This is an optimization exercise on Yosys and OpenROAD, whose aim is small area, a short achievable clock period and few clock cycles per item, not a production implementation. At most, simulation tests tie the RTL to the original design; equivalence was not proved. No activity file was given, so power comes from the tool's default toggle rates.

Design Out_of_Order_divider, start of the top module:
module Out_of_Order_divider (clk, rst, start, memory_write_complete, dd_addr, dd_data, qr_we, qr_addr, qr_data);
input clk, rst, start;
output memory_write_complete;
output [4:0] dd_addr;
input [15:0] dd_data;
output qr_we;
output [4:0] qr_addr;
output [15:0] qr_data;
reg [5:0] cnt;
reg run;
wire last = run && (cnt == 6'd32);
always @(posedge clk, posedge rst)
begin
  if (rst) begin
    cnt <= 6'd0;
    run <= 1'b0;
  end else if (last) begin
    cnt <= 6'd0;
    run <= 1'b0;
  end else if (start || run) begin
    cnt <= cnt + 6'd1;
    run <= 1'b1;
  end
end
wire [5:0] wcnt = cnt - 6'd1;
assign dd_addr = cnt[4:0];
assign qr_we = run && (cnt >= 6'd1);
assign qr_addr = wcnt[4:0];
assign memory_write_complete = last;
single_divider divider (.Clk(clk), .a_in(dd_data[15:8]), .d_in(dd_data[7:0]), .q_out(qr_data[15:8]), .r_out(qr_data[7:0]));
endmodule
Size: about 340 cells after synthesis, about 27 flip-flops, roughly 0.0028 sq mm of cells after synthesis.
export LEC_CHECK = 0
export CAP_MARGIN = 20
export CORE_MARGIN = 2
export CORE_UTILIZATION = 40
export PLACE_DENSITY = 0.6
export SLEW_MARGIN = 20
create_clock -name core_clock -period 6.0 [get_ports {clk}]
standard.sh (not shown) runs the stock make flow with config.mk's settings and CLKGATE_MAP_FILE= SYNTH_SCRIPT=/design/flow/synth_recipe.tcl, a recipe that flattens the netlist after the stock synthesis.
==> flow/flow/run.sh <==
#!/bin/bash
# The standard layout, with every input and output port buffered by a
# sky130_fd_sc_hd__buf_1 instead of the resizer's default choice.
set -euo pipefail
bash standard.sh BUFFER_PORTS_ARGS="-buffer_cell sky130_fd_sc_hd__buf_1"  finish > standard.log 2>&1
The first run completed, yet does not pass: setup timing.
Then changed:
==> flow/run.sh (new file) <==
#!/bin/bash
# synth_recipe.tcl (not shown) runs the flow's synth.tcl, then flattens the netlist and writes it again
# the make line also repeats each setting of config.mk as NAME=value (left out here)
make -C /OpenROAD-flow-scripts/flow DESIGN_CONFIG=/design/flow/config.mk WORK_HOME=/design/flow/orfs CLKGATE_MAP_FILE= SYNTH_SCRIPT=/design/flow/synth_recipe.tcl finish
removed: flow/flow/run.sh
removed: flow/standard.sh
After rerunning:
- The changed run finished but failed the layout checks on setup timing
- via count falls by 0.84%
- fmax rose by 1.0%
- design area went up by 5.3%
No functional check of the RTL was part of any run of this note.


Out_of_Order_divider, a different RTL version from the one above (not shown whole).
Size in the first run: roughly 380 cells after synthesis, ~86 flip-flops, ~0.0037 mm2 of cells after synthesis.
clock: 6.0 ns
lec_check: 0
cap_margin: 20
core_margin: 2
core_utilization: 40
place_density: 0.6
setup_slack_margin: 2.8
slew_margin: 20
==> flow/flow/run.sh <==
#!/bin/bash
# The standard layout, with every input and output port buffered by a
# sky130_fd_sc_hd__buf_1 instead of the resizer's default choice.
set -euo pipefail
bash standard.sh BUFFER_PORTS_ARGS="-buffer_cell sky130_fd_sc_hd__buf_1" ADDER_MAP_FILE= finish > standard.log 2>&1
Rerun with:
- CORE_UTILIZATION: 40 -> 50
- PLACE_DENSITY: 0.6 -> 0.7
Combinational power stays flat. Power drops by 1.7%. Wire length fell by 0.88%. Cell count went down by 2.7%. Die area fell by 19%. Sequential share of layout area went up by 0.44 points.
Rerun with:
- CORE_UTILIZATION: 50 -> 40
- PLACE_DENSITY: 0.7 -> 0.6
- SETUP_SLACK_MARGIN: 2.8 -> 3.0
Effect: Via count climbs by 2.6%. Routed wire length increases by 10%. Maximum frequency came out higher by 2.6%.
No run of this note included a check of the RTL's function; only the layout flow was run.


Out_of_Order_divider, a different RTL version from the one above (not shown whole).
Size in the first run: roughly 360 cells after synthesis, about 85 flip-flops, roughly 3600 um2 of cells after synthesis.
==> flow/config.mk <==
export PLATFORM = sky130hd
export DESIGN_NAME = Out_of_Order_divider
export DESIGN_NICKNAME = Out_of_Order_divider
export VERILOG_FILES = /design/flow/design.v
export SDC_FILE = /design/flow/constraint.sdc
export NUM_CORES = 4
export LEC_CHECK = 0
export CAP_MARGIN = 20
export CORE_MARGIN = 2
export CORE_UTILIZATION = 55
export PLACE_DENSITY = 0.75
export SETUP_SLACK_MARGIN = 2.5
export SLEW_MARGIN = 20
==> flow/constraint.sdc <==
create_clock -name core_clock -period 6.0 [get_ports {clk}]
set_input_delay 1.2000 -clock core_clock [delete_from_list [all_inputs] [get_ports {clk}]]
set_output_delay 1.2000 -clock core_clock [all_outputs]
set_load 0.01 [all_outputs]
Scripts as last shown in full above: flow/flow/run.sh
Testbench counts at the start, summed over its fixed seeds: cycles 6,912, jobs 192.
Rerun with:
- CORE_UTILIZATION: 55 -> 40
- PLACE_DENSITY: 0.75 -> 0.6
- SETUP_SLACK_MARGIN: 2.5 -> 2.2
Outcome: The new run ran to the end with no violations; clock skew barely changes; count of clock-buffer cells in the layout is unchanged; global-route usage is lower by 4.2 points.
Rerun with:
==> flow/flow/run.sh (replaced) <==
#!/bin/bash
set -euo pipefail
bash standard.sh BUFFER_PORTS_ARGS="-buffer_cell sky130_fd_sc_hd__buf_1" ADDER_MAP_FILE= CTS_ARGS="-sink_clustering_enable -repair_clock_nets -dont_use_dummy_load" finish > standard.log 2>&1
- ABC_AREA: default -> 1
- SETUP_SLACK_MARGIN: 2.2 -> 3.1
Outcome: The new run passed the timing, DRC and antenna checks. Via count increases by 2.0%. Die area decreases by 6.1%. Power shrinks by 6.0%.
Rerun with:
- SETUP_SLACK_MARGIN: 3.1 -> 3.4
Outcome: Final area is higher by about 10%. Global-route usage goes up by 1.6 points. Clock power stays flat. Via count goes up by about 7%. Total power rises by about 3.7%. Register-to-register slack is about the same.
Rerun with:
==> flow/flow/run.sh (replaced) <==
#!/bin/bash
# The standard layout, with every input and output port buffered by a
# sky130_fd_sc_hd__buf_1 instead of the resizer's default choice.
set -euo pipefail
bash standard.sh BUFFER_PORTS_ARGS="-buffer_cell sky130_fd_sc_hd__buf_1" ADDER_MAP_FILE= finish > standard.log 2>&1
- ABC_AREA: 1 -> default
- CORE_UTILIZATION: 40 -> 55
- PLACE_DENSITY: 0.6 -> 0.75
- SETUP_SLACK_MARGIN: 3.4 -> default
Global-route usage came out higher by 2.5 points.
Worst setup slack loses 590 ps.
Critical path depth came out lower by 1.
Cell count came out lower by about 19%.
Utilization came out higher by 10 points.
Design area came out lower by about 7.5%.
Rerun with:
- CORE_UTILIZATION: 55 -> 40
- PLACE_DENSITY: 0.75 -> 0.6
- SETUP_SLACK_MARGIN: default -> 2.5
The new run went through all stages and came out clean.
Die area rose by 36%.
Cell count is higher by 6.4%.
Register-to-register slack gains 120 ps.
Setup slack gains 120 ps.
Power came out lower by 2.2%.
Synthesized area does not change.
Utilization goes down by 17 points.

static timing again, ports no longer ideal:
Ports are ideal in the flow. The routed layouts listed here were re-timed in OpenROAD.
Step 1, drivers: a clkbuf_16 drives clk and a buf_2 each remaining input, both assumed.
Step 2 also shifts input and output timing later by t, the mid clock arrival at the registers, as if the neighbouring blocks saw the same clock.
Slacks: ideal / step 1 / step 2; pairs: ideal / step 1.
| run | t (ns) | slack for setup (ns) | worst setup path at the end | latest minus earliest clock arrival (ns) | slew at the worst register clock pin (ns) |
|---|---|---|---|---|---|
| the first run of note 1 | 0.293 | -1.370 / -1.394 / -1.101 | register to output | 0.002 / 0.002 | 0.09 / 0.09 |
| the second run of note 1 | 0.292 | -1.295 / -1.323 / -1.031 | register to output | 0.005 / 0.004 | 0.09 / 0.09 |
| the first run of note 2 | 0.373 | 2.814 / 2.814 / 2.557 | input to register | 0.008 / 0.008 | 0.08 / 0.08 |
| the second run of note 2 | 0.369 | 2.825 / 2.825 / 2.630 | input to register | 0.007 / 0.008 | 0.08 / 0.08 |
| the third run of note 2 | 0.370 | 2.906 / 2.906 / 2.803 | input to register | 0.012 / 0.011 | 0.09 / 0.09 |
| the first run of note 3 | 0.379 | 2.682 / 2.682 / 2.682 | register to register | 0.010 / 0.009 | 0.09 / 0.09 |
| the second run of note 3 | 0.381 | 2.601 / 2.601 / 2.402 | input to register | 0.010 / 0.010 | 0.09 / 0.09 |
| the third run of note 3 | 0.365 | 3.089 / 3.081 / 2.715 | input to register | 0.021 / 0.021 | 0.08 / 0.08 |
| the fourth run of note 3 | 0.369 | 3.202 / 3.211 / 2.842 | input to register | 0.024 / 0.025 | 0.09 / 0.09 |
| the fifth run of note 3 | 0.380 | 2.616 / 2.616 / 2.616 | register to register | 0.010 / 0.010 | 0.09 / 0.09 |
| the sixth run of note 3 | 0.388 | 2.741 / 2.741 / 2.402 | input to register | 0.011 / 0.011 | 0.09 / 0.09 |
For the third run of note 3, which loses most, drivers alone change the setup slack by -0.008 ns; drivers and shift together by -0.374 ns.
